This is an optimization exercise on Yosys and OpenROAD, whose aim is small area and a short achievable clock period, not a production implementation. Only simulation tests tie the RTL to the original design; equivalence was not proved. Power figures rest on the tool's default switching activity, not on a simulated workload.

== branch nickel ==
==> flow/design.v (excerpt) <==
module pipecpu(clk, rst, instr, readdata, PC, MemWrite, aluout, writedata);
   input         clk;
   input         rst;
   input  [31:0] instr;
   input  [31:0] readdata;
   output [31:0] PC;
   output        MemWrite;
   output [31:0] aluout;
   output [31:0] writedata;
   localparam OP_ADD = 0, OP_AND = 1, OP_OR = 2, OP_XOR = 3, OP_NOR = 4,
              OP_SLT = 5, OP_SLL = 6, OP_SRL = 7, OP_SRA = 8;
   reg  [31:0] dinst;
   reg         fea, feb;
   reg         fla, flb;
   reg         fxa, fxb;
   reg  [31:0] pcn, bpcr;        
   reg  [31:0] ea, eb, es;       
   reg         ecin;             
   reg  [4:0]  esa;              
   reg  [8:0]  eop;
   reg  [4:0]  ern;
   reg         ewreg, em2reg, ewmem;
   reg  [31:0] malu, mb;
   reg  [4:0]  mrn;
   reg         mwreg, mm2reg, mwmem;
   assign MemWrite = mwmem;
   assign aluout = malu;
   assign writedata = mb;
   wire [5:0] op = dinst[31:26];
  ...
Settings: LEC_CHECK=0, CAP_MARGIN=20, CORE_MARGIN=2, CORE_UTILIZATION=50, CTS_CLUSTER_DIAMETER=85, CTS_CLUSTER_SIZE=25, PLACE_DENSITY=0.75, SLEW_MARGIN=20, SYNTH_HIERARCHICAL=1; clock period 12.5 ns.
standard.sh (not shown) runs the stock make flow with config.mk's settings and CLKGATE_MAP_FILE= SYNTH_SCRIPT=/design/flow/synth_recipe.tcl, a recipe that flattens the netlist after the stock synthesis.
==> flow/flow/run.sh <==
#!/bin/bash
# The standard layout, with:
# - synthesis: the standard flow's own synthesis script, with a delay-driven ABC script
#   (strash; dch; map -D; buffer; upsize; dnsize) for the final technology
#   mapping in place of ORFS's abc_speed.script; registers are untouched;
# - timing repair aiming well below the clock period (the SDC is unchanged);
# - plain buffers on the ports;
# - without the slow two-stage OR / AND cells (the platform's don't-use cells
#   stay don't-use).
set -euo pipefail
W=$(pwd)
cat > "$W/synth_abc.tcl" <<EOT
proc abc {args} {
   set rest {}
   set skip 0
   foreach a \$args {
      if {\$skip} { set skip 0; continue }
      if {\$a eq "-script"} { set skip 1; continue }
      lappend rest \$a
   }
   yosys abc -script "+strash;dch;map,-D,700;buffer;upsize,-D,700;dnsize,-D,700" {*}\$rest
}
source $W/synth_recipe.tcl
EOT
DONT_USE="sky130_fd_sc_hd__probe_p_8 sky130_fd_sc_hd__probec_p_8 sky130_fd_sc_hd__lpflow_bleeder_1 sky130_fd_sc_hd__lpflow_clkbufkapwr_1 sky130_fd_sc_hd__lpflow_clkbufkapwr_16 sky130_fd_sc_hd__lpflow_clkbufkapwr_2 sky130_fd_sc_hd__lpflow_clkbufkapwr_4 sky130_fd_sc_hd__lpflow_clkbufkapwr_8 sky130_fd_sc_hd__lpflow_clkinvkapwr_1 sky130_fd_sc_hd__lpflow_clkinvkapwr_16 sky130_fd_sc_hd__lpflow_clkinvkapwr_2 sky130_fd_sc_hd__lpflow_clkinvkapwr_4 sky130_fd_sc_hd__lpflow_clkinvkapwr_8 sky130_fd_sc_hd__lpflow_decapkapwr_12 sky130_fd_sc_hd__lpflow_decapkapwr_3 sky130_fd_sc_hd__lpflow_decapkapwr_4 sky130_fd_sc_hd__lpflow_decapkapwr_6 sky130_fd_sc_hd__lpflow_decapkapwr_8 sky130_fd_sc_hd__lpflow_inputiso0n_1 sky130_fd_sc_hd__lpflow_inputiso0p_1 sky130_fd_sc_hd__lpflow_inputiso1n_1 sky130_fd_sc_hd__lpflow_inputiso1p_1 sky130_fd_sc_hd__lpflow_inputisolatch_1 sky130_fd_sc_hd__lpflow_isobufsrc_1 sky130_fd_sc_hd__lpflow_isobufsrc_16 sky130_fd_sc_hd__lpflow_isobufsrc_2 sky130_fd_sc_hd__lpflow_isobufsrc_4 sky130_fd_sc_hd__lpflow_isobufsrc_8 sky130_fd_sc_hd__lpflow_isobufsrckapwr_16 sky130_fd_sc_hd__lpflow_lsbuf_lh_hl_isowell_tap_1 sky130_fd_sc_hd__lpflow_lsbuf_lh_hl_isowell_tap_2 sky130_fd_sc_hd__lpflow_lsbuf_lh_hl_isowell_tap_4 sky130_fd_sc_hd__lpflow_lsbuf_lh_isowell_4 sky130_fd_sc_hd__lpflow_lsbuf_lh_isowell_tap_1 sky130_fd_sc_hd__lpflow_lsbuf_lh_isowell_tap_2 sky130_fd_sc_hd__lpflow_lsbuf_lh_isowell_tap_4 sky130_fd_sc_hd__a2111o_1 sky130_fd_sc_hd__a2111o_2 sky130_fd_sc_hd__a2111o_4 sky130_fd_sc_hd__and4_1 sky130_fd_sc_hd__and4_2 sky130_fd_sc_hd__and4_4 sky130_fd_sc_hd__and4b_1 sky130_fd_sc_hd__and4b_2 sky130_fd_sc_hd__and4b_4 sky130_fd_sc_hd__and4bb_1 sky130_fd_sc_hd__and4bb_2 sky130_fd_sc_hd__and4bb_4 sky130_fd_sc_hd__o2111a_1 sky130_fd_sc_hd__o2111a_2 sky130_fd_sc_hd__o2111a_4 sky130_fd_sc_hd__or3_1 sky130_fd_sc_hd__or3_2 sky130_fd_sc_hd__or3_4 sky130_fd_sc_hd__or3b_1 sky130_fd_sc_hd__or3b_2 sky130_fd_sc_hd__or3b_4 sky130_fd_sc_hd__or4_1 sky130_fd_sc_hd__or4_2 sky130_fd_sc_hd__or4_4 sky130_fd_sc_hd__or4b_1 sky130_fd_sc_hd__or4b_2 sky130_fd_sc_hd__or4b_4 sky130_fd_sc_hd__or4bb_1 sky130_fd_sc_hd__or4bb_2 sky130_fd_sc_hd__or4bb_4 "
bash standard.sh "SYNTH_SCRIPT=$W/synth_abc.tcl" SETUP_SLACK_MARGIN=8.5 "BUFFER_PORTS_ARGS=-buffer_cell sky130_fd_sc_hd__buf_4" "DONT_USE_CELLS=$DONT_USE" finish > standard_flow.log 2>&1
branch nickel: no failed stages, no open violations at the end
Input-level comparison between branch garnet and branch nickel:
- CTS_CLUSTER_DIAMETER changed from 85 to 70
- CTS_CLUSTER_SIZE changed from 25 to 20
==> flow/flow/run.sh <==
#!/bin/bash
# The standard layout, with timing repair aiming well below the clock
# period (the SDC is unchanged), plain buffers on the ports, and without the
# slow two-stage OR / AND cells (the platform's don't-use cells stay
# don't-use).
set -euo pipefail
DONT_USE="sky130_fd_sc_hd__probe_p_8 sky130_fd_sc_hd__probec_p_8 sky130_fd_sc_hd__lpflow_bleeder_1 sky130_fd_sc_hd__lpflow_clkbufkapwr_1 sky130_fd_sc_hd__lpflow_clkbufkapwr_16 sky130_fd_sc_hd__lpflow_clkbufkapwr_2 sky130_fd_sc_hd__lpflow_clkbufkapwr_4 sky130_fd_sc_hd__lpflow_clkbufkapwr_8 sky130_fd_sc_hd__lpflow_clkinvkapwr_1 sky130_fd_sc_hd__lpflow_clkinvkapwr_16 sky130_fd_sc_hd__lpflow_clkinvkapwr_2 sky130_fd_sc_hd__lpflow_clkinvkapwr_4 sky130_fd_sc_hd__lpflow_clkinvkapwr_8 sky130_fd_sc_hd__lpflow_decapkapwr_12 sky130_fd_sc_hd__lpflow_decapkapwr_3 sky130_fd_sc_hd__lpflow_decapkapwr_4 sky130_fd_sc_hd__lpflow_decapkapwr_6 sky130_fd_sc_hd__lpflow_decapkapwr_8 sky130_fd_sc_hd__lpflow_inputiso0n_1 sky130_fd_sc_hd__lpflow_inputiso0p_1 sky130_fd_sc_hd__lpflow_inputiso1n_1 sky130_fd_sc_hd__lpflow_inputiso1p_1 sky130_fd_sc_hd__lpflow_inputisolatch_1 sky130_fd_sc_hd__lpflow_isobufsrc_1 sky130_fd_sc_hd__lpflow_isobufsrc_16 sky130_fd_sc_hd__lpflow_isobufsrc_2 sky130_fd_sc_hd__lpflow_isobufsrc_4 sky130_fd_sc_hd__lpflow_isobufsrc_8 sky130_fd_sc_hd__lpflow_isobufsrckapwr_16 sky130_fd_sc_hd__lpflow_lsbuf_lh_hl_isowell_tap_1 sky130_fd_sc_hd__lpflow_lsbuf_lh_hl_isowell_tap_2 sky130_fd_sc_hd__lpflow_lsbuf_lh_hl_isowell_tap_4 sky130_fd_sc_hd__lpflow_lsbuf_lh_isowell_4 sky130_fd_sc_hd__lpflow_lsbuf_lh_isowell_tap_1 sky130_fd_sc_hd__lpflow_lsbuf_lh_isowell_tap_2 sky130_fd_sc_hd__lpflow_lsbuf_lh_isowell_tap_4 sky130_fd_sc_hd__a2111o_1 sky130_fd_sc_hd__a2111o_2 sky130_fd_sc_hd__a2111o_4 sky130_fd_sc_hd__and4_1 sky130_fd_sc_hd__and4_2 sky130_fd_sc_hd__and4_4 sky130_fd_sc_hd__and4b_1 sky130_fd_sc_hd__and4b_2 sky130_fd_sc_hd__and4b_4 sky130_fd_sc_hd__and4bb_1 sky130_fd_sc_hd__and4bb_2 sky130_fd_sc_hd__and4bb_4 sky130_fd_sc_hd__o2111a_1 sky130_fd_sc_hd__o2111a_2 sky130_fd_sc_hd__o2111a_4 sky130_fd_sc_hd__or3_1 sky130_fd_sc_hd__or3_2 sky130_fd_sc_hd__or3_4 sky130_fd_sc_hd__or3b_1 sky130_fd_sc_hd__or3b_2 sky130_fd_sc_hd__or3b_4 sky130_fd_sc_hd__or4_1 sky130_fd_sc_hd__or4_2 sky130_fd_sc_hd__or4_4 sky130_fd_sc_hd__or4b_1 sky130_fd_sc_hd__or4b_2 sky130_fd_sc_hd__or4b_4 sky130_fd_sc_hd__or4bb_1 sky130_fd_sc_hd__or4bb_2 sky130_fd_sc_hd__or4bb_4 "
bash standard.sh SETUP_SLACK_MARGIN=8.5 "BUFFER_PORTS_ARGS=-buffer_cell sky130_fd_sc_hd__buf_4" "DONT_USE_CELLS=$DONT_USE" finish > standard_flow.log 2>&1
Results
Compare branch nickel and branch garnet | final-layout fill cell count lower: branch garnet
Post-synthesis instance area in branch garnet is 3.3% below branch nickel.
Via density per instance: lower on branch nickel

========
## run A
pipecpu, a different RTL version from the one above (not shown whole).
Size: roughly 5400 cells after synthesis, roughly 160 I/O pins, ~67000 um^2 of cells after synthesis.
clock: 12.5 ns
lec_check: 0
cap_margin: 20
core_margin: 2
core_utilization: 50
place_density: 0.85
slew_margin: 20
synth_hierarchical: 1
==> flow/flow/run.sh <==
#!/bin/bash
# The standard layout, with timing repair aiming well below the clock
# period (the SDC is unchanged).
set -euo pipefail
bash standard.sh SETUP_SLACK_MARGIN=8.5 finish > standard_flow.log 2>&1
Run A: full flow OK, the timing, design-rule and antenna checks passed
Here is what was changed in the inputs of run B compared with run A.
==> flow/flow/run.sh <==
#!/bin/bash
# The standard layout, with timing repair aiming well below the clock
# period (the SDC is unchanged) and plain buffers on the ports.
set -euo pipefail
bash standard.sh SETUP_SLACK_MARGIN=8.5 "BUFFER_PORTS_ARGS=-buffer_cell sky130_fd_sc_hd__buf_4" finish > standard_flow.log 2>&1
--- a/flow/config.mk
+++ b/flow/config.mk
@@ -11 +11,3 @@
-export PLACE_DENSITY = 0.85
+export CTS_CLUSTER_DIAMETER = 100
+export CTS_CLUSTER_SIZE = 30
+export PLACE_DENSITY = 0.75
### Flow results
Diff run A -> run B | part of the power in the clock network | decrease of 11 points. Worst hold slack, run A and run B, higher one = run B. Lower clock-cell share of area was reported by run B, not run A. Compared with run A, run B shows peak ir drop on the vdd network that has gone down by more than 10%. Compared with run A, run B shows cell count lower by 2.7%. For total power draw, dividing the value from run B by the value from run A gives 0.850.
The inputs of run C differ from those of run B as listed below.
--- a/flow/config.mk
+++ b/flow/config.mk
@@ -11,2 +10,0 @@
-export CTS_CLUSTER_DIAMETER = 100
-export CTS_CLUSTER_SIZE = 30
==> comparison <==
- Power in the clock group: run C vs run B up about 80%
- Run C supports a higher top clock frequency than run B.
- Summary of run C over run B: sequential fraction of total cell area shows a reduction of 2.2 points, post-route worst hold slack shows a reduction of 0.044 ns.
- After synthesis and placement, the instance count of run C is above that of run B.
- In the flow results for run C and run B, the number of global-route vias before repair is smaller on run B.
- | count of mapped cells out of synthesis | run C vs run B | ≈ equal |
- In terms of power drawn by the sequential cells, run B and run C differ only marginally.
### run C -> run D
==> flow/flow/run.sh <==
#!/bin/bash
# The standard layout, with timing repair aiming well below the clock
# period (the SDC is unchanged).
set -euo pipefail
bash standard.sh SETUP_SLACK_MARGIN=8.5 finish > standard_flow.log 2>&1
--- a/flow/config.mk
+++ b/flow/config.mk
@@ -11 +10,0 @@
-export PLACE_DENSITY = 0.75
## What came out
Per the comparison of run D with run C, overall routing resource usage lost 1.8 points, number of diodes lost 18.
Diff run C -> run D: utilization now sits at about the same level; maximum number of pins on one net before global-route repair now sits higher.
Compared to run C, run D has share of final layout cell area taken by non-clock buffers 0.60 points higher.
Run D vs run C — critical path depth rose 2.
| post-DP HPWL | run D vs run C | 5.2 mm lower |
Timing startpoint of the critical path = sela[5]$_DFF_PP0_: run D; timing startpoint of the critical path = selb[1]$_DFF_PP0_: run C
Met3 track demand over resource: run D lower than run C
Going from run C to run D, critical path required time went down by 0.03 ns, instance count of the mapped netlist was more or less identical.

afterwards: timing with drivers on the ports:
In the flow no input, the clock included, has a driving cell. The finished layouts below were timed again as built, in two steps. Step 1, drivers: a clkbuf_16 drives clk and a buf_2 each remaining input, both assumed. Step 2 adds t to the input delays and takes it off the output delays; t is the mean of the earliest and latest rising clock arrival at the registers after step 1. Input paths then give back, and output paths get back, about the clock's delay inside the block. Three values: no drivers, after step 1, after step 2; two values: the first two.
| run | t (ns) | setup slack, ns | hold slack, ns | worst data-port slew with drivers (ns) | cell pins on the clock port's net |
|---|---|---|---|---|---|
| branch nickel | 0.835 | 8.188 / 8.104 / 7.610 | 0.379 / 0.379 / 0.379 | 0.18 | 1 |
| branch garnet | 0.814 | 8.209 / 8.150 / 7.520 | 0.354 / 0.354 / 0.354 | 0.07 | 1 |
| run A | 0.865 | 7.914 / 7.914 / 7.159 | 0.358 / 0.358 / 0.358 | 0.18 | 1 |
| run B | 0.836 | 7.912 / 7.912 / 7.107 | 0.398 / 0.398 / 0.398 | 0.19 | 1 |
| run C | 0.877 | 8.122 / 8.055 / 7.267 | 0.354 / 0.354 / 0.354 | 0.20 | 1 |
| run D | 0.866 | 8.033 / 8.033 / 7.200 | 0.352 / 0.352 / 0.352 | 0.15 | 1 |
After both steps every run listed still meets setup and hold. For run C, which loses most, drivers alone change the setup slack by -0.067 ns; drivers and shift together by -0.855 ns.
